Context: an optimization exercise on an open-source flow, tuned for small area. The choices shown serve that exercise and are no tape-out recipe.
In this exercise RTL edits were held to simulation tests only and were not proved equivalent to the original.
No run shown here takes its clock network from TritonCTS; it comes from the design's own scripts or RTL.
The clock port is modelled as an ideal driver, which makes a skipped or thinned clock tree look cheaper than it is; a real chip needs a root buffer or a tree.
No activity file was given, so power comes from the tool's default toggle rates.

## flow/design.v

```verilog
module gowin_top_entity(
    Sys_clk, Beep, Key, Sw, Uart_rxd, Uart_txd, Blue_Led,
    Tri_color_LED_1, Tri_color_LED_2, Tri_color_LED_3, Tri_color_LED_4,
    Dig_Seg_Sel, Seg_Blue_Led
);
    input        Sys_clk;
    output       Beep;
    input  [8:1] Key;
    input  [4:1] Sw;
    input        Uart_rxd;
    output       Uart_txd;
    output [8:1] Blue_Led;
    output [2:0] Tri_color_LED_1;
    output [2:0] Tri_color_LED_2;
    output [2:0] Tri_color_LED_3;
    output [2:0] Tri_color_LED_4;
    output [3:0] Dig_Seg_Sel;
    output [7:0] Seg_Blue_Led;
    wire rst = ~Key[1];
    reg [3:0] u;       
    reg [2:0] q;       
    reg       fl;      
    wire u9 = (u == 4'd9);
    always @(posedge Sys_clk)
        if (rst) begin
            u  <= 4'd5;
            q  <= 3'd0;
            fl <= 1'b1;
        end else begin
            u <= u9 ? 4'd0 : u + 4'd1;
            if (u9) q <= q + 3'd1;
            if (u9 && q == 3'd7) fl <= 1'b0;
        end
    wire rd = ~fl | (q > 3'd2) | ((q == 3'd2) & (u > 4'd1));
    wire hi = fl & ((q < 3'd4) | (q == 3'd4));
    wire [2:0] w8      = {q[1:0], 1'b0} + u[2:0];               
    wire       tick10  = (w8 == 3'd6);                           
    wire       clk1k   = (w8[1:0] == 2'd3) | (w8[1:0] == 2'd0);  
    wire       tick1hz = (q == 3'd4) && (u == 4'd2);             
    wire       latch   = u9 && (q[1:0] == 2'd0) && rd;           
    reg       prev_sw;
    reg [2:0] md;      
    always @(posedge Sys_clk) begin
        if (tick10) prev_sw <= Sw[1];    
        if (rst) md <= 3'b001;
        else if (tick10 && rd && !prev_sw && Sw[1]) md <= {md[1:0], md[2]};
    end
    reg [4:0] hr;
    reg [5:0] mn;
    reg [5:0] sc;
    wire inc_s = ~Sw[1] | (Sw[2] & md[0]);
    wire inc_m = Sw[1] & Sw[2] & md[1];
    wire inc_h = Sw[1] & Sw[2] & md[2];
    wire hr23 = (hr == 5'd23);
    wire mn59 = (mn == 6'd59);
    wire sc59 = (sc == 6'd59);
    wire s_c  = inc_s & sc59;
    wire m_in = inc_m | s_c;
    wire m_c  = m_in & mn59;
    wire h_in = inc_h | m_c;
    always @(posedge Sys_clk)
        if (rst || (tick1hz && h_in && hr23)) begin
            hr <= 5'd0; mn <= 6'd0; sc <= 6'd0;
        end else if (tick1hz) begin
            if (inc_s) sc <= sc59 ? 6'd0 : sc + 6'd1;
            if (m_in)  mn <= mn59 ? 6'd0 : mn + 6'd1;
            if (h_in)  hr <= hr + 5'd1;
        end
    reg [4:0] ah;
    reg [5:0] am;
    wire a_en  = tick10 & rd & Sw[3];
    wire a_m   = ~Key[7] &  Key[8];    
    wire a_h   =  Key[7] & ~Key[8];    
    wire am59  = (am == 6'd59);
    wire ah23  = (ah == 5'd23);
    wire ah_in = a_h | (a_m & am59);
    always @(posedge Sys_clk)
        if (rst) begin
            ah <= 5'd1; am <= 6'd1;
        end else if (a_en && ah_in && ah23) begin
            ah <= 5'd0; am <= 6'd0;
        end else if (a_en) begin
            if (a_m)   am <= am59 ? 6'd0 : am + 6'd1;
            if (ah_in) ah <= ah + 5'd1;
        end
    reg [4:0] cp;      
    wire chime_in = (mn == 6'd0) && (sc != 6'd0) && (sc < 6'd20);
    always @(posedge Sys_clk)
        if (rst) cp <= 5'd23;
        else if (tick10) begin
            if (cp == 5'd23) cp <= chime_in ? 5'd1 : 5'd23;
            else cp <= cp + 5'd1;
        end
    wire chime_out = (cp == 5'd1) | (cp == 5'd2) | (cp == 5'd3) |
                     (cp == 5'd6) | (cp == 5'd7) | (cp == 5'd8) |
                     (cp == 5'd11) | (cp == 5'd12) | (cp == 5'd13);
    reg [5:0] fs;      
    reg [2:0] ft;      
    wire eq = (ah == hr) && (am == mn) && (sc == 6'd0);
    wire f_idle = (fs == 6'd0);
    always @(posedge Sys_clk) begin
        if (rst) fs <= 6'd0;
        else if (tick10) begin
            if (f_idle) begin
                if (eq) fs <= 6'd39;
            end else if (ft == 3'b100)
                fs <= fs - 6'd1;
        end
        if (tick10) ft <= f_idle ? 3'b000 : {ft[1:0], ~ft[1] & ~ft[2]};
    end
    assign Beep = clk1k & (chime_out | fs[0]);
    reg [5:0] p1, p2;    
    reg       dob;       
    always @(posedge Sys_clk)
        if (latch) begin
            p1  <= Sw[4] ? (Sw[3] ? am : mn) : (Sw[3] ? {1'b0, ah} : {1'b0, hr});
            p2  <= Sw[4] ? (Sw[3] ? 6'd0 : sc) : (Sw[3] ? am : mn);
            dob <= Sw[3];
        end
    wire [1:0] s = q[1:0];
    wire [5:0] pv = s[1] ? p2 : p1;
    reg  [7:0] seg;
    reg  [3:0] dg;
    always @(*) begin
        dg = s[0] ? (pv % 6'd10) : (pv / 6'd10);
        if (hi)
            seg = !s[1] ? 8'hFF : (s[0] ? 8'h0B : 8'hDF);
        else begin
            case (dg)
                4'd0: seg[6:0] = 7'h40;
                4'd1: seg[6:0] = 7'h79;
                4'd2: seg[6:0] = 7'h24;
                4'd3: seg[6:0] = 7'h30;
                4'd4: seg[6:0] = 7'h19;
                4'd5: seg[6:0] = 7'h12;
                4'd6: seg[6:0] = 7'h02;
                4'd7: seg[6:0] = 7'h78;
                4'd8: seg[6:0] = 7'h00;
                default: seg[6:0] = 7'h10;
            endcase
            seg[7] = ~(dob | ((s == 2'd1) & sc[0]));
        end
    end
    assign Seg_Blue_Led = seg;
    assign Dig_Seg_Sel  = ~(4'b0001 << s);
    assign Blue_Led        = {md, 1'b0, ~Key[8], ~Key[7], 1'b0, sc[0]};
    assign Tri_color_LED_1 = {1'b0, rd, ~Key[1]};
    assign Tri_color_LED_2 = 3'b000;
    assign Tri_color_LED_3 = 3'b000;
    assign Tri_color_LED_4 = md;
    assign Uart_txd        = 1'b1;
endmodule
```

## flow/flow/run.sh

```bash
#!/bin/bash
# Layout flow: ORFS as in standard.sh, with these changes:
#  - synthesis: the standard flow's synthesis script, but adders are left to ABC
#    (no ha/fa pre-mapping) and ABC maps for area with a deeper script
#    (flow/abc_area_deep.script); registers are inferred and named as in the
#    standard synthesis;
#  - port buffers use the smallest buffer (buf_1);
#  - one tie cell per constant value, without splitting its fanout;
set -uo pipefail
HERE=$(pwd)
FLOWDIR=$HERE/flow
CFG=${FLOW_CONFIG:-$HERE/config.mk}
export MY_ABC_SCRIPT=$FLOWDIR/abc_area_deep.script
[ -f $FLOWDIR/clk_buf.txt ] && export MY_CLK_BUF="$(cat $FLOWDIR/clk_buf.txt)"
[ -f $FLOWDIR/clk_n.txt ] && export MY_CLK_N="$(cat $FLOWDIR/clk_n.txt)"
make -C $FLOW_HOME DESIGN_CONFIG=$CFG WORK_HOME=$HERE/orfs CLKGATE_MAP_FILE= \
  SYNTH_SCRIPT=$FLOWDIR/my_synth.tcl ADDER_MAP_FILE= \
  BUFFER_PORTS_ARGS="-buffer_cell sky130_fd_sc_hd__buf_1" \
  PRE_CTS_TCL=$FLOWDIR/pre_cts.tcl SKIP_REPAIR_TIE_FANOUT=1 \
  finish > $HERE/make_finish.log 2>&1
status=$?
R=$HERE/orfs/results/${FLOW_PLATFORM:-sky130hd}/gowin_top_entity/base
if [[ -f $R/6_final.odb ]]; then
  : # left out here: write the final layout as DEF
fi
exit $status
```

## flow/flow/abc_area_deep.script

```
strash
&get -n
&deepsyn -T 30
&put
dch
amap -m
```

## flow/flow/clk_buf.txt

```
sky130_fd_sc_hd__clkbuf_8
```

## flow/flow/clk_n.txt

```
4
```

## flow/flow/my_synth.tcl

```tcl
# The standard flow's synthesis script with one change: the technology mapping ABC pass
# (the one given a -script) uses the script named in MY_ABC_SCRIPT.
proc synth {args} { yosys synth -nofsm -noshare {*}$args }
proc abc {args} {
  set i [lsearch -exact $args -script]
  if { $i >= 0 && [info exists ::env(MY_ABC_SCRIPT)] } {
    set args [lreplace $args [expr {$i + 1}] [expr {$i + 1}] $::env(MY_ABC_SCRIPT)]
  }
  yosys abc {*}$args
}
source $::env(SCRIPTS_DIR)/synth.tcl
# left out here: clear keep_hierarchy, flatten, clean up, hide names made inside functions, write 1_2_yosys.v
```

## flow/flow/pre_cts.tcl

```tcl
# Clock distribution for this small design: instead of a clock tree, the
# registers are split by location into MY_CLK_N groups (1, 2 or 4) of equal
# size, and one clock buffer at the centre of each group drives it. The clock port
# then feeds those buffers only. clock_tree_synthesis is made a no-op for the
# rest of this step.
set cts_buf_cell sky130_fd_sc_hd__clkbuf_8
if { [info exists ::env(MY_CLK_BUF)] } { set cts_buf_cell $::env(MY_CLK_BUF) }
set k 4
if { [info exists ::env(MY_CLK_N)] } { set k $::env(MY_CLK_N) }
set block [ord::get_db_block]
set clknet [$block findNet Sys_clk]
set master [[ord::get_db] findMaster $cts_buf_cell]

set sinks {}
foreach it [$clknet getITerms] {
  set bb [[$it getInst] getBBox]
  lappend sinks [list $it [expr {([$bb xMin] + [$bb xMax]) / 2.0}] [expr {([$bb yMin] + [$bb yMax]) / 2.0}]]
}
# groups of equal size: split at the median x, then each half at its
# median y (k = 4), or at the median x only (k = 2)
proc bisect { pts axis } {
  set srt [lsort -real -index $axis $pts]
  set h [expr {[llength $srt] / 2}]
  return [list [lrange $srt 0 [expr {$h - 1}]] [lrange $srt $h end]]
}
if { $k == 1 } {
  set groups [list $sinks]
} elseif { $k == 2 } {
  set groups [bisect $sinks 1]
} else {
  set k 4
  set groups {}
  foreach half [bisect $sinks 1] { lappend groups {*}[bisect $half 2] }
}
set centres {}
foreach g $groups {
  set sx 0.0; set sy 0.0
  foreach s $g { set sx [expr {$sx + [lindex $s 1]}]; set sy [expr {$sy + [lindex $s 2]}] }
  lappend centres [list [expr {$sx / [llength $g]}] [expr {$sy / [llength $g]}]]
}
for {set c 0} {$c < $k} {incr c} {
  set members [lmap s [lindex $groups $c] {lindex $s 0}]
  if { [llength $members] == 0 } { continue }
  set inst [odb::dbInst_create $block $master clkbuf_leaf_$c]
  set net [odb::dbNet_create $block clknet_leaf_$c]
  $net setSigType CLOCK
  foreach it $members { $it disconnect; $it connect $net }
  [$inst findITerm A] connect $clknet
  [$inst findITerm X] connect $net
  lassign [lindex $centres $c] cx cy
  $inst setLocation [expr {int($cx)}] [expr {int($cy)}]
  $inst setPlacementStatus PLACED
  puts "pre_cts: $cts_buf_cell clkbuf_leaf_$c drives [llength $members] registers"
}
proc clock_tree_synthesis {args} { puts "pre_cts: clock_tree_synthesis skipped" }
```

## flow/standard.sh

```bash
#!/bin/bash
# synth_recipe.tcl (not shown) runs the flow's synth.tcl, then flattens the netlist and writes it again
# the make line also repeats each setting of config.mk as NAME=value (left out here)
make -C /OpenROAD-flow-scripts/flow DESIGN_CONFIG=/design/flow/config.mk WORK_HOME=/design/flow/orfs CLKGATE_MAP_FILE= SYNTH_SCRIPT=/design/flow/synth_recipe.tcl "${@:-finish}"
```

## flow/config.mk

```make
export PLATFORM = sky130hd
export DESIGN_NAME = gowin_top_entity
export DESIGN_NICKNAME = gowin_top_entity
export VERILOG_FILES = /design/flow/design.v
export SDC_FILE = /design/flow/constraint.sdc
export NUM_CORES = 4
export LEC_CHECK = 0
export CAP_MARGIN = 20
export CORE_MARGIN = 2
export CORE_UTILIZATION = 60
export SLEW_MARGIN = 20
```

## flow/constraint.sdc

```tcl
create_clock -name core_clock -period 40.0 [get_ports {Sys_clk}]
set_input_delay 8.0000 -clock core_clock [delete_from_list [all_inputs] [get_ports {Sys_clk}]]
set_output_delay 8.0000 -clock core_clock [all_outputs]
set_load 0.01 [all_outputs]
```

==> reports/results.ini, run 1 <==
[cells_and_area]
antenna-diode-count = 0
final_nets = 470
areaGrowthSynthToFinish_pct = 4.61
layout-drive-gt1-share = 0.0132
most_frequent_standard_cell_in_the_layout_excluding_fill_and_tap_cells = sky130_fd_sc_hd__nor2_1
final_cell_mix = sky130_fd_sc_hd__nor2_1, sky130_fd_sc_hd__clkinv_1, sky130_fd_sc_hd__dfxtp_1
fillCellCount = 506

[route]
drt-wirelength-per-cell_um = 14.6
detail_route.iter0.violations = 226
num_vias = 3051
firstDrtPassIters = 7
drt_drc_violations_left = 0
vias_per_cell = 5.80
ant_nets = 0
wl_mm = 7.67

[power_and_ir_drop]
power.density_nw_per_um2 = 28.9
total_switching_power_mw = 0.0215
power.combinational.fraction = 0.061
irDropWorstVdd_mv = 0.0219
p_int_mw = 0.0810
netSwitchingFraction = 0.210
cellLeakagePower_nw = 1.17
share_seq_of_total_power = 0.688
power.clock.fraction = 0.251

[worst_setup_path]
worst-setup-path-type = input pin to output port
worst-r2r-cell-count = 22
crit_path_max_fanout = 19
setup.worst_path.start_class = input pin
critPathRequiredTime_ns = 32.00
critPathCaptureType = output port
cp.arrival_ns = 9.16

[timing]
setup_total_negative_slack_ns = 0
finClkSkew_ns = 0.00504
slew_violations = 0
timing.slew.headroom = 0.396
layout_setup_ws_ns = 22.84
timing.fmax_mhz = 58.3
post-route-period-util = 0.429
worst_slew_pin_slew_ns = 0.896
period_minus_slack_ns = 17.16
final-setup-viol-count = 0
finalHoldViolCount = 0
rsz0062_at_grt = no

[clock_tree]
path_clk_slew_ns = 0.10
clk_latency_ns = 0.16
postCtsSetupRepairBufs = 0
post_cts_resized = 0
holdBufCountCts = 0

[placement]
hpwlAfterDp_mm = 6.02
port_buffers = 31
post-place-ws_ns = 22.87
place.gp.congestion = 0.936

[floorplanning]
core_area_sq_um = 5470
die_h_um = 79.2
die-area_sq_um = 6270
io-pin-count = 48
core.rowCount = 27
die-width_um = 79.2
initial_core_util = 0.620

[run_status]
run_status = no timing/DRC/antenna violations

[yosys]
synth.distinct_cells = 43
synth.avg_cell_area_sq_um = 7.84
synth_area_sq_um = 3390
synth_sequential_area_ratio = 0.445
synth_enable_flop_cells = 17
synth-main-ff-cell = sky130_fd_sc_hd__dfxtp_1
synth-async-reset-ratio = 0
syn-instance-count = 433
synth_nets = 447
ys_ff_latch = 67
ys.warnings.count = 1

[hold_path]
worst_hold_path.num_cells = 1
worst_hold_path_type = flip-flop to flip-flop

[global_route]
grt_start_max_net_pins = 20
met1_usage = 0.357
grt_use_total = 0.249
globalRouteMet2Util = 0.431
vias_in_the_first_global_route = 2745
globalRouteOverflowTotal = 0
grt_antenna_before_repair = 0
grt_busiest_layer = met2
gr-usage-met3 = 0.0159
grt_first_pass_wirelength_mm = 12.8

[run]
max_cap_viol_count = 0

-- power by group through the flow --
stage | Combinational [mW] | Clock [mW] | Sequential, mW
after floorplan | 0.00508 | 0 | 0.0719
after global placement | 0.00606 | 0 | 0.0720
after detailed placement | 0.00619 | 0 | 0.0721
after CTS | 0.00620 | 0.0192 | 0.0721
after global routing | 0.00702 | 0.0284 | 0.0706
final | 0.00625 | 0.0257 | 0.0705
-- metrics by stage --
step | std cells | power [mW] | utilization | hold slack (ns) | cell area, sq um
floorplan | 433 | 0.0770 | - | 0.405 | 3390
CTS | 526 | 0.0975 | 0.649 | 0.442 | 3550
global route | 526 | 0.106 | 0.649 | 0.501 | 3550
global placement | 522 | 0.0781 | 0.639 | 0.435 | 3490
detailed placement | 522 | 0.0782 | 0.639 | 0.441 | 3490
finish | 526 | 0.102 | 0.649 | 0.461 | 3550
-- per-layer routing --
layer / up-vias / share of wire
met5: - / 0
met4: 0 / 0.014
met3: 10 / 0.056
met2: 87 / 0.47
met1: 1391 / 0.46
li1: 1563 / -
-- critical path, stage by stage --
cell and delay (ns):
sky130_fd_sc_hd__buf_1 0.07, sky130_fd_sc_hd__buf_4 0.21, sky130_fd_sc_hd__clkinv_1 0.56, sky130_fd_sc_hd__buf_1 0.30
-- cell families (layout without fill, tap and decap cells) --
kind of cell | Yosys count | count (layout) | synth area share
AND/OR/NAND/NOR | 165 | 165 | 0.207
other | 2 | 2 | 0.00221
buffers and inverters | 85 | 106 | 0.112
flip-flops | 67 | 67 | 0.445
AO/OA/AOI/OAI | 114 | 114 | 0.233
-- cells in the mapped netlist, types with 2 or more instances --
library cell | count | area share
sky130_fd_sc_hd__o2111ai_1 | 2 | 0.0052
sky130_fd_sc_hd__clkinv_1 | 69 | 0.076
sky130_fd_sc_hd__a31oi_1 | 3 | 0.0055
sky130_fd_sc_hd__a41oi_1 | 2 | 0.0052
sky130_fd_sc_hd__nand2_1 | 38 | 0.042
sky130_fd_sc_hd__and2_0 | 2 | 0.0037
sky130_fd_sc_hd__or3_1 | 2 | 0.0037
sky130_fd_sc_hd__a221oi_1 | 6 | 0.015
sky130_fd_sc_hd__nand4_1 | 2 | 0.0037
sky130_fd_sc_hd__o22ai_1 | 13 | 0.024
sky130_fd_sc_hd__a22oi_1 | 3 | 0.0066
sky130_fd_sc_hd__o22a_1 | 3 | 0.0077
sky130_fd_sc_hd__o21a_1 | 5 | 0.011
sky130_fd_sc_hd__o221ai_1 | 8 | 0.021
sky130_fd_sc_hd__o31ai_1 | 2 | 0.0044
sky130_fd_sc_hd__dfxtp_1 | 50 | 0.29
sky130_fd_sc_hd__o32ai_1 | 2 | 0.0052
sky130_fd_sc_hd__nor2b_1 | 2 | 0.0037
sky130_fd_sc_hd__nor3_1 | 13 | 0.019
sky130_fd_sc_hd__nor4_1 | 6 | 0.011
sky130_fd_sc_hd__conb_1 | 2 | 0.0022
sky130_fd_sc_hd__or2_0 | 6 | 0.011
sky130_fd_sc_hd__a222oi_1 | 3 | 0.0088
sky130_fd_sc_hd__a211oi_1 | 15 | 0.033
sky130_fd_sc_hd__nand3_1 | 6 | 0.0088
sky130_fd_sc_hd__o21bai_1 | 2 | 0.0044
sky130_fd_sc_hd__nor2_1 | 85 | 0.094
sky130_fd_sc_hd__o21ai_0 | 18 | 0.027
sky130_fd_sc_hd__buf_4 | 16 | 0.035
sky130_fd_sc_hd__a21oi_1 | 18 | 0.027
sky130_fd_sc_hd__edfxtp_1 | 17 | 0.15
-- state kept, by name, summed over array words and instances (netlist names) --
name	flops
ah	5
am	6
cp	5
dob	1
fl	1
fs	6
ft	3
hr	5
md	3
mn	6
p1	6
p2	6
prev_sw	1
q	3
sc	6
u	4
-- path summary, 6_finish.rpt --
| kind | start | slack (ns) | end |
|---|---|---|---|
| max reg2reg | q[1]$_SDFFE_PN0P_ | 35.19 | mn[5]$_SDFFE_PP0P_ |
| min | u[0]$_SDFF_PN1_ | 0.46 | u[0]$_SDFF_PN1_ |
| min reg2reg | u[0]$_SDFF_PN1_ | 0.46 | u[0]$_SDFF_PN1_ |
| max | Key[1] | 22.84 | Tri_color_LED_1[0] |
-- layout make-up --
class                      count  area, sq um  area share
sequential                    67         1510       0.426
multi-input combinational    281         1500       0.423
inverter                      69          259      0.0730
timing repair buffer          33          131      0.0370
tap                           72         90.1      0.0254
buffer                         4         55.1      0.0155
==> run 2, diff against run 1 <==
==> flow/flow/clk_buf.txt (replaced) <==
sky130_fd_sc_hd__buf_6
==> reports/results.ini, run 2 <==
[run_status]
run_status = no timing/DRC/antenna violations  ; unchanged

[yosys]
largest_family_of_logic_cells_by_synthesized_area = compound AO/OA/AOI/OAI gates  ; unchanged
synth_compound_gate_area_share = 0.233  ; unchanged
synth_adder_area_share = 0  ; unchanged
synth-async-reset-ratio = 0  ; unchanged
synth_top_cell_by_area = sky130_fd_sc_hd__dfxtp_1  ; unchanged
synth-xor-area-share = 0  ; unchanged
synth.distinct_cells = 43  ; unchanged
synthMostInstantiatedCell = sky130_fd_sc_hd__nor2_1  ; unchanged
synth_area_sq_um = 3390  ; unchanged
synth_simple_gate_area_frac = 0.207  ; unchanged
synth_enable_flop_cells = 17  ; unchanged
ys_ff_latch = 67  ; unchanged
syn-instance-count = 433  ; unchanged
synth_top_cells_by_count = sky130_fd_sc_hd__nor2_1, sky130_fd_sc_hd__clkinv_1, sky130_fd_sc_hd__dfxtp_1  ; unchanged
post-synth-top-area-fraction = 0.295  ; unchanged
synth_nets = 447  ; unchanged
synth_sequential_area_ratio = 0.445  ; unchanged
ys.warnings.count = 1  ; unchanged
synth-main-ff-cell = sky130_fd_sc_hd__dfxtp_1  ; unchanged
yosys-mux-area-fraction = 0  ; unchanged
synth.avg_cell_area_sq_um = 7.84  ; unchanged
synth.area.top_cells = sky130_fd_sc_hd__dfxtp_1, sky130_fd_sc_hd__edfxtp_1, sky130_fd_sc_hd__nor2_1  ; unchanged

[timing]
timing.slew.headroom = 0.400  ; was 0.396
finClkSkew_ns = 0.00634  ; was 0.00504 ns
timing.fmax_mhz = 58.3  ; about the same
rsz0062_at_grt = no  ; unchanged
period_minus_slack_ns = 17.15  ; was 17.16 ns
worst_slew_pin_slew_ns = 0.891  ; was 0.896 ns
setup_total_negative_slack_ns = 0  ; unchanged
layout_setup_ws_ns = 22.85  ; was 22.84 ns
slew_violations = 0  ; unchanged
finalHoldViolCount = 0  ; unchanged
final-setup-viol-count = 0  ; unchanged
post-route-period-util = 0.429  ; about the same

[route]
wl_met1_mm = 3.60  ; was 3.55 mm
maxUsedRoutingLayer = met4  ; unchanged
drt_drc_violations_left = 0  ; unchanged
drt-wirelength-per-cell_um = 14.6  ; about the same
num_vias = 3059  ; was 3051
wl_mm = 7.67  ; about the same
ant_nets = 0  ; unchanged
met3_length_um = 397  ; was 429 um
route.met2.wl_mm = 3.59  ; about the same
firstDrtPassIters = 5  ; was 7
vias_per_cell = 5.82  ; was 5.80
detail_route.iter0.violations = 218  ; was 226

[power_and_ir_drop]
irDropWorstVdd_mv = 0.0357  ; was 0.0219 mV
cellLeakagePower_nw = 1.17  ; about the same
post-layout-total-power_mw = 0.101  ; was 0.102 mW
power.density_nw_per_um2 = 28.6  ; was 28.9 nW/um^2

[placement]
hpwlAfterDp_mm = 6.02  ; unchanged
port_buffers = 31  ; unchanged
place.gp.congestion = 0.936  ; unchanged
post-place-ws_ns = 22.87  ; unchanged

[cells_and_area]
final_cell_mix = sky130_fd_sc_hd__nor2_1, sky130_fd_sc_hd__clkinv_1, sky130_fd_sc_hd__dfxtp_1  ; unchanged
fillCellCount = 508  ; was 506
areaGrowthSynthToFinish_pct = 4.31  ; was 4.61%
final_nets = 470  ; unchanged
most_frequent_standard_cell_in_the_layout_excluding_fill_and_tap_cells = sky130_fd_sc_hd__nor2_1  ; unchanged
antenna-diode-count = 0  ; unchanged
layout-drive-gt1-share = 0.0132  ; unchanged

[worst_setup_path]
worst-r2r-cell-count = 22  ; unchanged
cp.arrival_ns = 9.15  ; was 9.16 ns
critPathRequiredTime_ns = 32.00  ; about the same
setup.worst_path.start_class = input pin  ; unchanged
worst-setup-path-type = input pin to output port  ; unchanged
crit_path_max_fanout = 19  ; unchanged
critPathCaptureType = output port  ; unchanged

[global_route]
grt_first_pass_wirelength_mm = 12.8  ; about the same
grt_start_max_net_pins = 20  ; unchanged
grt_antenna_before_repair = 0  ; unchanged
grt_use_total = 0.248  ; was 0.249
globalRouteOverflowTotal = 0  ; unchanged
vias_in_the_first_global_route = 2752  ; was 2745

[floorplanning]
io-pin-count = 48  ; unchanged
initial_core_util = 0.620  ; unchanged
core_area_sq_um = 5470  ; unchanged
die-width_um = 79.2  ; unchanged
die-area_sq_um = 6270  ; unchanged
core.rowCount = 27  ; unchanged
die_h_um = 79.2  ; unchanged

[clock_tree]
clk_latency_ns = 0.14  ; was 0.16 ns
path_clk_slew_ns = 0.11  ; was 0.10 ns
postCtsSetupRepairBufs = 0  ; unchanged
post_cts_resized = 0  ; unchanged
holdBufCountCts = 0  ; unchanged

[run]
max_cap_viol_count = 0  ; unchanged

[hold_path]
worst_hold_path_type = flip-flop to flip-flop  ; unchanged
worst_hold_path.num_cells = 1  ; unchanged

-- run 2: cell counts after synthesis --
Identical to the previous run, type by type.
-- run 2: power by group --
part	switching, mW	internal (mW)	leakage (nW)
combinational	0.00452	0.00173	0.585
clock	0.0163	0.00809	0.0242
sequential	0.000552	0.0699	0.561
total	0.0214	0.0797	1.17
-- run 2: layer usage --
metal  global-route usage  vias to the layer above
met5                    0                        -
met4               0.0241                        0
met3               0.0159                        7
met2                0.433                       81
met1                0.354                     1405
li1                     -                     1566
-- run 2: cells by family (layout without fill, tap and decap cells) --
group,count (synthesis),count (layout)
buffers and inverters,85,106
other,2,2
flip-flops,67,67
AND/OR/NAND/NOR,165,165
AO/OA/AOI/OAI,114,114
-- run 2: through the flow --
stage	cell area, sq um	hold slack [ns]	cells	util
2_1_floorplan	3390	0.405	433	-
3_3_place_gp	3490	0.435	522	0.639
3_5_place_dp	3490	0.441	522	0.639
4_1_cts	3540	0.442	526	0.647
5_1_grt	3540	0.503	526	0.647
6_report	3540	0.463	526	0.647
-- run 2: cell type report --
cell class	count	area [sq um]	share of cell area
Inverter	69	259	0.0732
Timing Repair Buffer	33	131	0.0371
Sequential cell	67	1510	0.427
Tap cell	72	90.1	0.0255
Buffer	4	45.0	0.0127
Multi-Input combinational cell	281	1500	0.425
-- run 2: final timing paths --
path | startpoint | to | slack (ns)
worst max-delay path | Key[1] | Tri_color_LED_1[0] | 22.85
worst max register to register | q[1]$_SDFFE_PN0P_ | mn[5]$_SDFFE_PP0P_ | 35.19
worst min register to register | u[0]$_SDFF_PN1_ | u[0]$_SDFF_PN1_ | 0.46
worst min-delay path | u[0]$_SDFF_PN1_ | u[0]$_SDFF_PN1_ | 0.46
-- run 2: critical path: stages --
cell and delay (ns):
sky130_fd_sc_hd__buf_1 0.07, sky130_fd_sc_hd__buf_4 0.21, sky130_fd_sc_hd__clkinv_1 0.56, sky130_fd_sc_hd__buf_1 0.30
==> run 3, diff against run 2 <==
--- a/flow/config.mk
+++ b/flow/config.mk
@@ -9,3 +9,4 @@
 export CORE_MARGIN = 2
 export CORE_UTILIZATION = 60
+export GPL_TIMING_DRIVEN = 0
 export SLEW_MARGIN = 20
==> reports/results.ini, run 3 <==
[run_status]
run_status = no timing/DRC/antenna violations  ; unchanged

[power_and_ir_drop]
power.density_nw_per_um2 = 28.0  ; was 28.6 nW/um^2
p_int_mw = 0.0804  ; was 0.0797 mW
irDropWorstVdd_mv = 0.0232  ; was 0.0357 mV
power.combinational.fraction = 0.069  ; was 0.062
cellLeakagePower_nw = 1.25  ; was 1.17 nW
share_seq_of_total_power = 0.690  ; was 0.697
total_switching_power_mw = 0.0219  ; was 0.0214 mW
power.clock.fraction = 0.242  ; was 0.241
netSwitchingFraction = 0.214  ; was 0.211

[timing]
timing.fmax_mhz = 56.3  ; was 58.3 MHz
worst_hold_slack_ns = 0.464  ; was 0.463 ns
setup_total_negative_slack_ns = 0  ; unchanged
finClkSkew_ns = 0.00977  ; was 0.00634 ns
final-setup-viol-count = 0  ; unchanged
finalHoldViolCount = 0  ; unchanged
timing.slew.headroom = 0.395  ; was 0.400
period_minus_slack_ns = 17.76  ; was 17.15 ns
post-route-period-util = 0.444  ; was 0.429
worst_slew_pin_slew_ns = 0.898  ; was 0.891 ns
layout_setup_ws_ns = 22.24  ; was 22.85 ns
slew_violations = 0  ; unchanged
rsz0062_at_grt = no  ; unchanged

[global_route]
grt_use_total = 0.250  ; was 0.248
globalRouteOverflowTotal = 0  ; unchanged
grt_antenna_before_repair = 0  ; unchanged
grt_start_max_net_pins = 20  ; unchanged
vias_in_the_first_global_route = 2725  ; was 2752
grt_first_pass_wirelength_mm = 12.7  ; was 12.8 mm

[yosys]
synth_nets = 447  ; unchanged
synth.distinct_cells = 43  ; unchanged
post-synth-top-area-fraction = 0.295  ; unchanged
synth-async-reset-ratio = 0  ; unchanged
synth_enable_flop_cells = 17  ; unchanged
ys.warnings.count = 1  ; unchanged
synthMostInstantiatedCell = sky130_fd_sc_hd__nor2_1  ; unchanged
synth_sequential_area_ratio = 0.445  ; unchanged
synth_top_cell_by_area = sky130_fd_sc_hd__dfxtp_1  ; unchanged
synth_top_cells_by_count = sky130_fd_sc_hd__nor2_1, sky130_fd_sc_hd__clkinv_1, sky130_fd_sc_hd__dfxtp_1  ; unchanged
synth_area_sq_um = 3390  ; unchanged
synth.avg_cell_area_sq_um = 7.84  ; unchanged
syn-instance-count = 433  ; unchanged
synth-main-ff-cell = sky130_fd_sc_hd__dfxtp_1  ; unchanged
ys_ff_latch = 67  ; unchanged
synth.area.top_cells = sky130_fd_sc_hd__dfxtp_1, sky130_fd_sc_hd__edfxtp_1, sky130_fd_sc_hd__nor2_1  ; unchanged

[cells_and_area]
fillCellCount = 480  ; was 508
antenna-diode-count = 0  ; unchanged
areaGrowthSynthToFinish_pct = 7.78  ; was 4.31%
final_cell_mix = sky130_fd_sc_hd__nor2_1, sky130_fd_sc_hd__clkinv_1, sky130_fd_sc_hd__dfxtp_1  ; unchanged
layout-drive-gt1-share = 0.0469  ; was 0.0132
final_nets = 485  ; was 470
most_frequent_standard_cell_in_the_layout_excluding_fill_and_tap_cells = sky130_fd_sc_hd__nor2_1  ; unchanged

[route]
num_vias = 3121  ; was 3059
vias_per_cell = 5.77  ; was 5.82
detail_route.iter0.violations = 216  ; was 218
drt_drc_violations_left = 0  ; unchanged
ant_nets = 0  ; unchanged
wl_mm = 7.79  ; was 7.67 mm
drt-wirelength-per-cell_um = 14.4  ; was 14.6 um
firstDrtPassIters = 4  ; was 5

[worst_setup_path]
setup.worst_path.start_class = input pin  ; unchanged
reg2reg_slack_ns = 35.07  ; was 35.19 ns
critPathRequiredTime_ns = 32.00  ; about the same
cp.arrival_ns = 9.76  ; was 9.15 ns
critPathCaptureType = output port  ; unchanged
worst-setup-path-type = input pin to output port  ; unchanged
crit_path_max_fanout = 19  ; unchanged

[floorplanning]
initial_core_util = 0.620  ; unchanged
die_h_um = 79.2  ; unchanged
die-width_um = 79.2  ; unchanged
core_area_sq_um = 5470  ; unchanged
core.rowCount = 27  ; unchanged
die-area_sq_um = 6270  ; unchanged
io-pin-count = 48  ; unchanged

[hold_path]
worst_hold_path_type = flip-flop to flip-flop  ; unchanged

[clock_tree]
post_cts_resized = 0  ; unchanged
path_clk_slew_ns = 0.11  ; about the same
holdBufCountCts = 0  ; unchanged
postCtsSetupRepairBufs = 0  ; unchanged
clk_latency_ns = 0.14  ; about the same

[placement]
place.gp.congestion = 0.978  ; was 0.936
port_buffers = 31  ; unchanged
post-place-ws_ns = 22.22  ; was 22.87 ns
hpwlAfterDp_mm = 6.00  ; was 6.02 mm

[run]
max_cap_viol_count = 0  ; unchanged

## run 3: logic make-up (layout without fill, tap and decap cells)
| logic type | after synthesis | after routing | share of synthesized area |
|---|---|---|---|
| AND/OR/NAND/NOR | 165 | 165 | 0.207 |
| AO/OA/AOI/OAI | 114 | 114 | 0.233 |
| buffers and inverters | 85 | 121 | 0.112 |
| flip-flops | 67 | 67 | 0.445 |
| other | 2 | 2 | 0.00221 |
## run 3: through the flow
stage          cells  area [sq um]  power (mW)   util
3_3_place_gp     536          3600      0.0788  0.658
3_5_place_dp     537          3610      0.0790  0.660
5_1_grt          541          3660       0.106  0.668
4_1_cts          541          3660      0.0971  0.668
6_report         541          3660       0.102  0.668
2_1_floorplan    433          3390      0.0770      -
## run 3: area by class of cell
type,count,area [sq um],share of cell area
Sequential cell,67,1510,0.413
Multi-Input combinational cell,281,1510,0.412
Inverter,69,259,0.0708
Buffer,20,165,0.0452
Timing Repair Buffer,32,124,0.0339
Tap cell,72,90.1,0.0246
## run 3: final timing paths
path / startpoint / endpoint / cells after the start
max: Key[1] / Tri_color_LED_1[0] / 4
max reg2reg: q[1]$_SDFFE_PN0P_ / mn[5]$_SDFFE_PP0P_ / 22
min: u[0]$_SDFF_PN1_ / u[0]$_SDFF_PN1_ / 1
min reg2reg: u[0]$_SDFF_PN1_ / u[0]$_SDFF_PN1_ / 1
## run 3: power groups by stage
stage	Clock [mW]	Sequential, mW	Combinational [mW]
3_5_place_dp	0	0.0721	0.00689
3_3_place_gp	0	0.0720	0.00681
6_report	0.0247	0.0705	0.00703
2_1_floorplan	0	0.0719	0.00508
5_1_grt	0.0275	0.0706	0.00782
4_1_cts	0.0181	0.0721	0.00691
## run 3: per-layer routing
layer | up-vias | share of wire | GRT usage
li1 | 1598 | - | -
met1 | 1402 | 0.48 | 0.351
met2 | 104 | 0.44 | 0.412
met3 | 17 | 0.048 | 0.0227
met4 | 0 | 0.028 | 0.0707
met5 | - | 0 | 0
## run 3: critical path, cell delays in order
cell	delay [ns]
sky130_fd_sc_hd__buf_1	0.52
sky130_fd_sc_hd__clkinv_1	0.76
sky130_fd_sc_hd__buf_4	0.36
sky130_fd_sc_hd__buf_1	0.12
==> run 4, diff against run 3 <==
==> flow/flow/clk_buf.txt (replaced) <==
sky130_fd_sc_hd__clkbuf_8
--- a/flow/config.mk
+++ b/flow/config.mk
@@ -6,7 +6,6 @@
 export NUM_CORES = 4
 export LEC_CHECK = 0
-export CAP_MARGIN = 20
+export CAP_MARGIN = 0
 export CORE_MARGIN = 2
 export CORE_UTILIZATION = 60
-export GPL_TIMING_DRIVEN = 0
-export SLEW_MARGIN = 20
+export SLEW_MARGIN = 0
==> reports/results.ini, run 4 <==
[floorplanning]
io-pin-count = 48  ; unchanged
die_h_um = 79.2  ; unchanged
core_area_sq_um = 5470  ; unchanged
initial_core_util = 0.620  ; unchanged
core.rowCount = 27  ; unchanged
die-width_um = 79.2  ; unchanged
die-area_sq_um = 6270  ; unchanged

[timing]
finClkSkew_ns = 0.00504  ; was 0.00977 ns
final-setup-viol-count = 0  ; unchanged
timing.fmax_mhz = 58.3  ; was 56.3 MHz
timing.slew.headroom = 0.396  ; was 0.395
worst_slew_pin_slew_ns = 0.896  ; was 0.898 ns
finalHoldViolCount = 0  ; unchanged
rsz0062_at_grt = no  ; unchanged
period_minus_slack_ns = 17.16  ; was 17.76 ns
post-route-period-util = 0.429  ; was 0.444
setup_total_negative_slack_ns = 0  ; unchanged
slew_violations = 0  ; unchanged

[clock_tree]
clk_latency_ns = 0.16  ; was 0.14 ns
path_clk_slew_ns = 0.10  ; was 0.11 ns
postCtsSetupRepairBufs = 0  ; unchanged
post_cts_resized = 0  ; unchanged
holdBufCountCts = 0  ; unchanged

[yosys]
ys.warnings.count = 1  ; unchanged
synth_enable_flop_cells = 17  ; unchanged
synth-main-ff-cell = sky130_fd_sc_hd__dfxtp_1  ; unchanged
synth_top_cell_by_area = sky130_fd_sc_hd__dfxtp_1  ; unchanged
largest_family_of_logic_cells_by_synthesized_area = compound AO/OA/AOI/OAI gates  ; unchanged
post-synth-top-area-fraction = 0.295  ; unchanged
synth_simple_gate_area_frac = 0.207  ; unchanged
synth_sequential_area_ratio = 0.445  ; unchanged
synth_area_sq_um = 3390  ; unchanged
ys_ff_latch = 67  ; unchanged
syn-instance-count = 433  ; unchanged
synth_compound_gate_area_share = 0.233  ; unchanged
synth-async-reset-ratio = 0  ; unchanged
synth_nets = 447  ; unchanged
synth.area.top_cells = sky130_fd_sc_hd__dfxtp_1, sky130_fd_sc_hd__edfxtp_1, sky130_fd_sc_hd__nor2_1  ; unchanged
synthMostInstantiatedCell = sky130_fd_sc_hd__nor2_1  ; unchanged
yosys-mux-area-fraction = 0  ; unchanged
synth.distinct_cells = 43  ; unchanged
synth.avg_cell_area_sq_um = 7.84  ; unchanged
synth-xor-area-share = 0  ; unchanged
synth_adder_area_share = 0  ; unchanged
synth_top_cells_by_count = sky130_fd_sc_hd__nor2_1, sky130_fd_sc_hd__clkinv_1, sky130_fd_sc_hd__dfxtp_1  ; unchanged

[hold_path]
worst_hold_path_type = flip-flop to flip-flop  ; unchanged
hp-start = u[0]$_SDFF_PN1_  ; unchanged
whs_endpoint = u[0]$_SDFF_PN1_  ; unchanged
worst_hold_path.num_cells = 1  ; unchanged

[worst_setup_path]
reg2reg_slack_ns = 35.19  ; was 35.07 ns
cp.arrival_ns = 9.16  ; was 9.76 ns
crit_path_max_fanout = 19  ; unchanged
critPathCaptureType = output port  ; unchanged
worst-r2r-cell-count = 22  ; unchanged
worstReg2RegStart = q[1]$_SDFFE_PN0P_  ; unchanged
worst-setup-path-type = input pin to output port  ; unchanged
r2r_end = mn[5]$_SDFFE_PP0P_  ; unchanged
setup.worst_path.start_class = input pin  ; unchanged
critPathRequiredTime_ns = 32.00  ; about the same

[route]
ant_nets = 0  ; unchanged
firstDrtPassIters = 7  ; was 4
drt-wirelength-per-cell_um = 14.6  ; was 14.4 um
vias_per_cell = 5.80  ; was 5.77
drt_drc_violations_left = 0  ; unchanged
num_vias = 3051  ; was 3121
wl_mm = 7.67  ; was 7.79 mm
detail_route.iter0.violations = 226  ; was 216

[global_route]
vias_in_the_first_global_route = 2745  ; was 2725
grt_antenna_before_repair = 0  ; unchanged
grt_start_max_net_pins = 20  ; unchanged
globalRouteOverflowTotal = 0  ; unchanged
grt_use_total = 0.249  ; was 0.250
grt_first_pass_wirelength_mm = 12.8  ; was 12.7 mm

[cells_and_area]
most_frequent_standard_cell_in_the_layout_excluding_fill_and_tap_cells = sky130_fd_sc_hd__nor2_1  ; unchanged
layout-drive-gt1-share = 0.0132  ; was 0.0469
multi_input_combinational_cell_area_sq_um = 1500  ; was 1510 sq um
finalCoreUtilization = 0.649  ; was 0.668
final_nets = 470  ; was 485
antenna-diode-count = 0  ; unchanged
areaGrowthSynthToFinish_pct = 4.61  ; was 7.78%
register_area_sq_um = 1510  ; unchanged
final_cell_mix = sky130_fd_sc_hd__nor2_1, sky130_fd_sc_hd__clkinv_1, sky130_fd_sc_hd__dfxtp_1  ; unchanged
fillCellCount = 506  ; was 480

[placement]
port_buffers = 31  ; unchanged
place.gp.congestion = 0.936  ; was 0.978
hpwlAfterDp_mm = 6.02  ; was 6.00 mm

[run_status]
run_status = no timing/DRC/antenna violations  ; unchanged

[power_and_ir_drop]
power.density_nw_per_um2 = 28.9  ; was 28.0 nW/um^2
irDropWorstVdd_mv = 0.0219  ; was 0.0232 mV
cellLeakagePower_nw = 1.17  ; was 1.25 nW

[run]
max_cap_viol_count = 0  ; unchanged

## run 4: worst max path at each step
stage | start | to | slack [ns] | depth (start not counted)
after floorplan | Key[1] | Tri_color_LED_1[0] | 23.49 | 2
after global placement | Key[1] | Tri_color_LED_1[0] | 22.88 | 4
after detailed placement | Key[1] | Tri_color_LED_1[0] | 22.87 | 4
after CTS | Key[1] | Tri_color_LED_1[0] | 22.86 | 4
after global routing | Key[1] | Tri_color_LED_1[0] | 22.77 | 4
final | Key[1] | Tri_color_LED_1[0] | 22.84 | 4
## run 4: kinds of logic after synthesis
kind of cell	after synthesis
compound gates	114
buf+inv	85
flops	67
other cells	2
simple gates	165
## run 4: worst max-delay path, stage by stage
cell	delay (ns)
sky130_fd_sc_hd__buf_1	0.07
sky130_fd_sc_hd__buf_4	0.21
sky130_fd_sc_hd__clkinv_1	0.56
sky130_fd_sc_hd__buf_1	0.30
## run 4: layout make-up
| cell class | instances | area share |
|---|---|---|
| sequential | 67 | 0.426 |
| multi-input combinational | 281 | 0.423 |
| inverter | 69 | 0.0730 |
| timing repair buffer | 33 | 0.0370 |
| tap | 72 | 0.0254 |
| buffer | 4 | 0.0155 |
## run 4: power by group
part	switching, mW	leakage [nW]	total [mW]	internal [mW]
clock network	0.0164	0.0288	0.0257	0.00929
registers	0.000550	0.561	0.0705	0.0699
logic	0.00451	0.585	0.00625	0.00173
total	0.0215	1.17	0.102	0.0810
## run 4: layer usage
metal	up-vias	share of wire	GRT usage	wire (um)
met5	-	0	0	0
met4	0	0.014	0.0241	104
met3	10	0.056	0.0159	429
met2	87	0.47	0.431	3590
met1	1391	0.46	0.357	3550
li1	1563	-	-	-
## run 4: per-stage QoR
step                instances  setup WS (ns)  hold slack (ns)  cell area (sq um)  power [mW]
floorplan                 433          23.49            0.405               3390      0.0770
global placement          522          22.88            0.435               3490      0.0781
detailed placement        522          22.87            0.441               3490      0.0782
CTS                       526          22.86            0.442               3550      0.0975
global route              526          22.77            0.501               3550       0.106
finish                    526          22.84            0.461               3550       0.102
==> run 5, diff against run 4 <==
==> flow/flow/abc_area_deep.script (replaced) <==
strash
&get -n
&deepsyn -T 30
&put
dch
map -a
--- a/flow/config.mk
+++ b/flow/config.mk
@@ -6,6 +6,6 @@
 export NUM_CORES = 4
 export LEC_CHECK = 0
-export CAP_MARGIN = 0
+export CAP_MARGIN = 20
 export CORE_MARGIN = 2
 export CORE_UTILIZATION = 60
-export SLEW_MARGIN = 0
+export SLEW_MARGIN = 20
==> reports/results.ini, run 5 <==
[floorplanning]
die-width_um = 80  ; was 79.2 um
core.rowCount = 27  ; unchanged
die-area_sq_um = 6400  ; was 6270 sq um
die_h_um = 80  ; was 79.2 um
core_area_sq_um = 5540  ; was 5470 sq um
initial_core_util = 0.626  ; was 0.620
io-pin-count = 48  ; unchanged

[worst_setup_path]
critPathMostFrequentCell = sky130_fd_sc_hd__buf_1  ; unchanged
crit_path_top_delay_cell = sky130_fd_sc_hd__clkinv_1  ; unchanged
setup.worst_path.start_class = input pin  ; unchanged
cp.arrival_ns = 9.11  ; was 9.16 ns
critPathCaptureType = output port  ; unchanged
critPathRequiredTime_ns = 32.00  ; about the same
crit_path_max_incr_delay_ns = 0.53  ; was 0.56 ns
cp-startpoint = Key[1]  ; unchanged
crit_path_max_fanout = 18  ; was 19
reg2reg_slack_ns = 35.04  ; was 35.19 ns
worst-setup-path-type = input pin to output port  ; unchanged
crit_path_cell_trace = buf_1 -> buf_4 -> clkinv_1 -> buf_1  ; unchanged
worstReg2RegStart = q[0]$_SDFFE_PN0P_  ; was q[1]$_SDFFE_PN0P_

[yosys]
synth-async-reset-ratio = 0  ; unchanged
synth_simple_gate_area_frac = 0.249  ; was 0.207
synth.distinct_cells = 26  ; was 43
synth_nets = 496  ; was 447
synth.avg_cell_area_sq_um = 7.19  ; was 7.84 sq um
synth_adder_area_share = 0  ; unchanged
synth_enable_flop_cells = 17  ; unchanged
synthMostInstantiatedCell = sky130_fd_sc_hd__clkinv_1  ; was sky130_fd_sc_hd__nor2_1
ys.warnings.count = 1  ; unchanged
synth_area_sq_um = 3470  ; was 3390 sq um
synth-xor-area-share = 0.00758  ; was 0
synth_top_cells_by_count = sky130_fd_sc_hd__clkinv_1, sky130_fd_sc_hd__nor2_1, sky130_fd_sc_hd__nand2_1  ; was sky130_fd_sc_hd__nor2_1, sky130_fd_sc_hd__clkinv_1, sky130_fd_sc_hd__dfxtp_1
synth-main-ff-cell = sky130_fd_sc_hd__dfxtp_1  ; unchanged
post-synth-top-area-fraction = 0.289  ; was 0.295
synth_compound_gate_area_share = 0.171  ; was 0.233
ys_ff_latch = 67  ; unchanged
syn-instance-count = 482  ; was 433
synth_sequential_area_ratio = 0.436  ; was 0.445
synth.area.top_cells = sky130_fd_sc_hd__dfxtp_1, sky130_fd_sc_hd__edfxtp_1, sky130_fd_sc_hd__clkinv_1  ; was sky130_fd_sc_hd__dfxtp_1, sky130_fd_sc_hd__edfxtp_1, sky130_fd_sc_hd__nor2_1
yosys-mux-area-fraction = 0  ; unchanged
largest_family_of_logic_cells_by_synthesized_area = simple AND/OR/NAND/NOR gates  ; was compound AO/OA/AOI/OAI gates
synth_top_cell_by_area = sky130_fd_sc_hd__dfxtp_1  ; unchanged

[timing]
period_minus_slack_ns = 17.11  ; was 17.16 ns
post-route-period-util = 0.428  ; was 0.429
final-setup-viol-count = 0  ; unchanged
slew_violations = 0  ; unchanged
layout_setup_ws_ns = 22.89  ; was 22.84 ns
finalHoldViolCount = 0  ; unchanged
timing.slew.headroom = 0.434  ; was 0.396
worst_slew_pin_slew_ns = 0.840  ; was 0.896 ns
finClkSkew_ns = 0.0166  ; was 0.00504 ns
timing.fmax_mhz = 58.4  ; was 58.3 MHz
setup_total_negative_slack_ns = 0  ; unchanged
rsz0062_at_grt = no  ; unchanged
worst_hold_slack_ns = 0.459  ; was 0.461 ns

[placement]
place.gp.congestion = 0.896  ; was 0.936
port_buffers = 31  ; unchanged
hpwlAfterDp_mm = 6.28  ; was 6.02 mm
place_area_sq_um = 3570  ; was 3490 sq um
post-place-ws_ns = 22.91  ; was 22.87 ns
dpl.cell_count = 571  ; was 522

[cells_and_area]
layout-drive-gt1-share = 0.0159  ; was 0.0132
fillCellCount = 533  ; was 506
post_layout_nonfiller_instances = 575  ; was 526
finalCoreUtilization = 0.654  ; was 0.649
final_nets = 519  ; was 470
final_design_area_no_fill_sq_um = 3620  ; was 3550 sq um
most_frequent_standard_cell_in_the_layout_excluding_fill_and_tap_cells = sky130_fd_sc_hd__clkinv_1  ; was sky130_fd_sc_hd__nor2_1
antenna-diode-count = 0  ; unchanged
areaGrowthSynthToFinish_pct = 4.51  ; was 4.61%
final_cell_mix = sky130_fd_sc_hd__clkinv_1, sky130_fd_sc_hd__nor2_1, sky130_fd_sc_hd__nand2_1  ; was sky130_fd_sc_hd__nor2_1, sky130_fd_sc_hd__clkinv_1, sky130_fd_sc_hd__dfxtp_1

[run]
max_cap_viol_count = 0  ; unchanged

[clock_tree]
postCtsSetupRepairBufs = 0  ; unchanged
clk_latency_ns = 0.16  ; about the same
holdBufCountCts = 0  ; unchanged
path_clk_slew_ns = 0.11  ; was 0.10 ns
post_cts_resized = 0  ; unchanged

[route]
firstDrtPassIters = 4  ; was 7
wl_mm = 7.98  ; was 7.67 mm
drt-wirelength-per-cell_um = 13.9  ; was 14.6 um
vias_per_cell = 5.53  ; was 5.80
ant_nets = 0  ; unchanged
num_vias = 3179  ; was 3051
drt_drc_violations_left = 0  ; unchanged
detail_route.iter0.violations = 108  ; was 226

[run_status]
run_status = no timing/DRC/antenna violations  ; unchanged

[power_and_ir_drop]
post-layout-total-power_mw = 0.102  ; about the same
cellLeakagePower_nw = 1.19  ; was 1.17 nW
irDropWorstVdd_mv = 0.0249  ; was 0.0219 mV
power.density_nw_per_um2 = 28.3  ; was 28.9 nW/um^2

[hold_path]
hp-start = u[0]$_SDFF_PN1_  ; unchanged
worst_hold_path_type = flip-flop to flip-flop  ; unchanged

[global_route]
grt_use_total = 0.256  ; was 0.249
grt_first_pass_wirelength_mm = 13.3  ; was 12.8 mm
grt_antenna_before_repair = 0  ; unchanged
globalRouteOverflowTotal = 0  ; unchanged
grt_start_max_net_pins = 19  ; was 20
vias_in_the_first_global_route = 2869  ; was 2745

[run 5: cell types whose count changed after synthesis, sizes merged, moves of 5 or more]
cell,delta
nand2,+38
clkinv,+22
nor3,+19
a211oi,-14
a21oi,+6
o21a,-5
[run 5: final timing paths]
kind | end | cells past startpoint
setup / recovery | Tri_color_LED_1[0] | 4
hold / removal | u[0]$_SDFF_PN1_ | 1
setup reg to reg | mn[4]$_SDFFE_PP0P_ | 23
hold reg to reg | u[0]$_SDFF_PN1_ | 1
[run 5: per-layer routing]
layer	vias up	global-route usage	routed length, um
met5	-	0	0
met4	0	0.0305	110
met3	14	0.0260	509
met2	82	0.439	3710
met1	1438	0.360	3640
li1	1645	-	-
[run 5: layout make-up]
type | instances | area [sq um] | area share
flip-flops and latches | 67 | 1510 | 0.417
multi-input cells | 308 | 1490 | 0.412
inverters | 91 | 342 | 0.0943
repair buffers | 33 | 131 | 0.0363
well taps | 72 | 90.1 | 0.0249
plain buffers | 4 | 55.1 | 0.0152
[run 5: power breakdown]
part	internal, mW	switching (mW)
clock network	0.00928	0.0159
logic	0.00171	0.00500
registers	0.0699	0.000534
[run 5: kinds of logic after synthesis]
group                  after synthesis
AO/OA/AOI/OAI                       94
other                                2
XOR/XNOR                             3
flip-flops                          67
buffers and inverters              107
AND/OR/NAND/NOR                    209
[run 5: worst max-delay path: cells and delay by family]
family	cells	cell delay (ns)
buf+inv	4	1.10
==> run 6, diff against run 5 <==
--- a/flow/flow/run.sh
+++ b/flow/flow/run.sh
@@ -14,8 +14,10 @@
 [ -f $FLOWDIR/clk_buf.txt ] && export MY_CLK_BUF="$(cat $FLOWDIR/clk_buf.txt)"
 [ -f $FLOWDIR/clk_n.txt ] && export MY_CLK_N="$(cat $FLOWDIR/clk_n.txt)"
+EXTRA_MAKE=""
+[ -f $FLOWDIR/extra_make.txt ] && EXTRA_MAKE="$(cat $FLOWDIR/extra_make.txt)"
 make -C $FLOW_HOME DESIGN_CONFIG=$CFG WORK_HOME=$HERE/orfs CLKGATE_MAP_FILE= \
   SYNTH_SCRIPT=$FLOWDIR/my_synth.tcl ADDER_MAP_FILE= \
   BUFFER_PORTS_ARGS="-buffer_cell sky130_fd_sc_hd__buf_1" \
-  PRE_CTS_TCL=$FLOWDIR/pre_cts.tcl SKIP_REPAIR_TIE_FANOUT=1 \
+  PRE_CTS_TCL=$FLOWDIR/pre_cts.tcl SKIP_REPAIR_TIE_FANOUT=1 $EXTRA_MAKE \
   finish > $HERE/make_finish.log 2>&1
 status=$?
==> flow/flow/abc_area_deep.script (replaced) <==
strash
&get -n
&deepsyn -T 30
&put
dch
amap -m
==> flow/flow/clk_buf.txt (replaced) <==
sky130_fd_sc_hd__buf_6
==> flow/flow/extra_make.txt (new file) <==
SYNTH_INSBUF=0
--- a/flow/config.mk
+++ b/flow/config.mk
@@ -9,3 +9,4 @@
 export CORE_MARGIN = 2
 export CORE_UTILIZATION = 60
+export GPL_TIMING_DRIVEN = 0
 export SLEW_MARGIN = 20
==> reports/results.ini, run 6 <==
[worst_setup_path]
timing.critical_path.buf_inv = 3  ; was 4
critPathRequiredTime_ns = 32.00  ; about the same
cp.arrival_ns = 9.61  ; was 9.11 ns
critPathMostFrequentCell = sky130_fd_sc_hd__buf_1  ; unchanged
worst-setup-path-type = input pin to output port  ; unchanged
crit_path_max_incr_delay_ns = 0.76  ; was 0.53 ns
path_delay_family = buffers and inverters  ; unchanged
critPathCaptureType = output port  ; unchanged
reg2reg_slack_ns = 35.01  ; was 35.04 ns
crit_path_cell_trace = buf_1 -> clkinv_1 -> buf_1  ; was buf_1 -> buf_4 -> clkinv_1 -> buf_1
setup.worst_path.start_class = input pin  ; unchanged
crit_path_max_fanout = 19  ; was 18
crit_path_top_delay_cell = sky130_fd_sc_hd__clkinv_1  ; unchanged

[global_route]
globalRouteOverflowTotal = 0  ; unchanged
grt_start_max_net_pins = 20  ; was 19
grt_use_total = 0.255  ; was 0.256
grt_antenna_before_repair = 0  ; unchanged
vias_in_the_first_global_route = 2771  ; was 2869
grt_first_pass_wirelength_mm = 12.9  ; was 13.3 mm

[timing]
final-setup-viol-count = 0  ; unchanged
setup_total_negative_slack_ns = 0  ; unchanged
post-route-period-util = 0.440  ; was 0.428
worst_slew_pin_slew_ns = 0.942  ; was 0.840 ns
period_minus_slack_ns = 17.61  ; was 17.11 ns
timing.fmax_mhz = 56.8  ; was 58.4 MHz
finClkSkew_ns = 0.0195  ; was 0.0166 ns
slew_violations = 0  ; unchanged
worst_hold_slack_ns = 0.473  ; was 0.459 ns
rsz0062_at_grt = no  ; unchanged
timing.slew.headroom = 0.365  ; was 0.434
finalHoldViolCount = 0  ; unchanged

[route]
detail_route.iter0.violations = 287  ; was 108
drt-wirelength-per-cell_um = 14.8  ; was 13.9 um
maxUsedRoutingLayer = met4  ; unchanged
firstDrtPassIters = 5  ; was 4
route.met2.wl_mm = 3.60  ; was 3.71 mm
ant_nets = 0  ; unchanged
vias_per_cell = 5.94  ; was 5.53
wl_mm = 7.72  ; was 7.98 mm
met3_length_um = 456  ; was 509 um
wl_met1_mm = 3.49  ; was 3.64 mm
num_vias = 3105  ; was 3179
drt_drc_violations_left = 0  ; unchanged

[yosys]
synth_area_sq_um = 3270  ; was 3470 sq um
synth-xor-area-share = 0  ; was 0.00758
ys_ff_latch = 67  ; unchanged
synth-main-ff-cell = sky130_fd_sc_hd__dfxtp_1  ; unchanged
synth_top_cell_by_area = sky130_fd_sc_hd__dfxtp_1  ; unchanged
synth_nets = 431  ; was 496
synth.avg_cell_area_sq_um = 7.85  ; was 7.19 sq um
synth_enable_flop_cells = 17  ; unchanged
post-synth-top-area-fraction = 0.306  ; was 0.289
synthMostInstantiatedCell = sky130_fd_sc_hd__nor2_1  ; was sky130_fd_sc_hd__clkinv_1
yosys-mux-area-fraction = 0  ; unchanged
synth-async-reset-ratio = 0  ; unchanged
ys.warnings.count = 1  ; unchanged
syn-instance-count = 417  ; was 482
synth.area.top_cells = sky130_fd_sc_hd__dfxtp_1, sky130_fd_sc_hd__edfxtp_1, sky130_fd_sc_hd__nor2_1  ; was sky130_fd_sc_hd__dfxtp_1, sky130_fd_sc_hd__edfxtp_1, sky130_fd_sc_hd__clkinv_1
synth_top_cells_by_count = sky130_fd_sc_hd__nor2_1, sky130_fd_sc_hd__clkinv_1, sky130_fd_sc_hd__dfxtp_1  ; was sky130_fd_sc_hd__clkinv_1, sky130_fd_sc_hd__nor2_1, sky130_fd_sc_hd__nand2_1
largest_family_of_logic_cells_by_synthesized_area = compound AO/OA/AOI/OAI gates  ; was simple AND/OR/NAND/NOR gates
synth_adder_area_share = 0  ; unchanged
synth.distinct_cells = 42  ; was 26
synth_sequential_area_ratio = 0.462  ; was 0.436
synth_simple_gate_area_frac = 0.215  ; was 0.249
synth_compound_gate_area_share = 0.242  ; was 0.171

[floorplanning]
initial_core_util = 0.633  ; was 0.626
die_h_um = 77.9  ; was 80 um
core_area_sq_um = 5170  ; was 5540 sq um
io-pin-count = 48  ; unchanged
die-width_um = 77.9  ; was 80 um
die-area_sq_um = 6060  ; was 6400 sq um
core.rowCount = 26  ; was 27

[clock_tree]
path_clk_slew_ns = 0.12  ; was 0.11 ns
post_cts_resized = 0  ; unchanged
holdBufCountCts = 0  ; unchanged
postCtsSetupRepairBufs = 0  ; unchanged
clk_latency_ns = 0.14  ; was 0.16 ns

[run_status]
run_status = no timing/DRC/antenna violations  ; unchanged

[cells_and_area]
post_layout_nonfiller_instances = 523  ; was 575
final_nets = 469  ; was 519
most_frequent_standard_cell_in_the_layout_excluding_fill_and_tap_cells = sky130_fd_sc_hd__nor2_1  ; was sky130_fd_sc_hd__clkinv_1
areaGrowthSynthToFinish_pct = 7.99  ; was 4.51%
final_cell_mix = sky130_fd_sc_hd__nor2_1, sky130_fd_sc_hd__clkinv_1, sky130_fd_sc_hd__dfxtp_1  ; was sky130_fd_sc_hd__clkinv_1, sky130_fd_sc_hd__nor2_1, sky130_fd_sc_hd__nand2_1
layout-drive-gt1-share = 0.0132  ; was 0.0159
antenna-diode-count = 0  ; unchanged

[power_and_ir_drop]
cellLeakagePower_nw = 1.16  ; was 1.19 nW
irDropWorstVdd_mv = 0.0296  ; was 0.0249 mV
post-layout-total-power_mw = 0.102  ; about the same
power.density_nw_per_um2 = 28.7  ; was 28.3 nW/um^2

[placement]
place.gp.congestion = 0.931  ; was 0.896
port_buffers = 31  ; unchanged
dpl.cell_count = 519  ; was 571
hpwlAfterDp_mm = 5.98  ; was 6.28 mm

[hold_path]
worst_hold_path_type = flip-flop to flip-flop  ; unchanged

[run]
max_cap_viol_count = 0  ; unchanged

[run 6: cells by family (layout without fill, tap and decap cells)]
group / count (synthesis) / count (layout)
flip-flops: 67 / 67
AO/OA/AOI/OAI: 114 / 114
buffers and inverters: 69 / 105
other: 2 / 2
AND/OR/NAND/NOR: 165 / 165
[run 6: area by class of cell]
type                            count  area [sq um]
Fill cell                         422          1640
Sequential cell                    67          1510
Multi-Input combinational cell    281          1510
Inverter                           69           259
Timing Repair Buffer               32           124
Tap cell                           70          87.6
Buffer                              4          45.0
[run 6: path summary, 6_finish.rpt]
kind,startpoint,end,depth (start not counted)
min reg2reg,u[0]$_SDFF_PN1_,u[0]$_SDFF_PN1_,1
max reg2reg,q[1]$_SDFFE_PN0P_,mn[2]$_SDFFE_PP0P_,22
min,u[0]$_SDFF_PN1_,u[0]$_SDFF_PN1_,1
max,Key[1],Tri_color_LED_1[0],3
[run 6: metrics by stage]
stage	util	area, sq um	setup WS, ns
after detailed placement	0.675	3490	22.40
final	0.683	3530	22.39
after global routing	0.683	3530	22.29
after global placement	0.672	3480	22.41
after CTS	0.683	3530	22.41
after floorplan	-	3270	23.70
[run 6: metal layers]
| layer | track usage | vias to the layer above |
|---|---|---|
| met5 | 0 | - |
| met4 | 0.0393 | 0 |
| met3 | 0.00930 | 18 |
| met2 | 0.437 | 104 |
| met1 | 0.366 | 1425 |
| li1 | - | 1558 |
[run 6: power by group]
| group | total, mW | switching [mW] | internal (mW) |
|---|---|---|---|
| Combinational | 0.00623 | 0.00457 | 0.00166 |
| Sequential | 0.0705 | 0.000574 | 0.0699 |
| Clock | 0.0248 | 0.0167 | 0.00811 |

-- port drivers added, routing unchanged --
The results above use ideal ports. As a check the final layouts listed here were re-extracted and re-timed, cells and wires unchanged.
Step 1, drivers: a clkbuf_16 drives Sys_clk and a buf_2 each remaining input, both assumed.
Step 2 times the ports against the registers' clock, not the clock port: input delays grow and output delays shrink by t, the midpoint of the rising clock arrivals with the driver on.
a / b / c = ideal ports / drivers / drivers and shift; a / b = the first two.
| run | shift t [ns] | setup WS [ns] | worst data-port slew with drivers (ns) | pins driven straight from the clock port |
|---|---|---|---|---|
| run 1 | 0.217 | 22.845 / 22.822 / 22.822 | 0.04 | 4 |
| run 2 | 0.196 | 22.850 / 22.827 / 22.827 | 0.04 | 4 |
| run 3 | 0.196 | 22.238 / 22.212 / 22.212 | 0.04 | 4 |
| run 4 | 0.217 | 22.845 / 22.822 / 22.822 | 0.04 | 4 |
| run 5 | 0.219 | 22.887 / 22.865 / 22.865 | 0.04 | 4 |
| run 6 | 0.195 | 22.394 / 22.370 / 22.370 | 0.05 | 4 |
After both steps setup and hold are still met in every run listed. The setup slack of run 3, which loses most, moves by -0.026 ns with the drivers and by -0.026 ns with both steps.
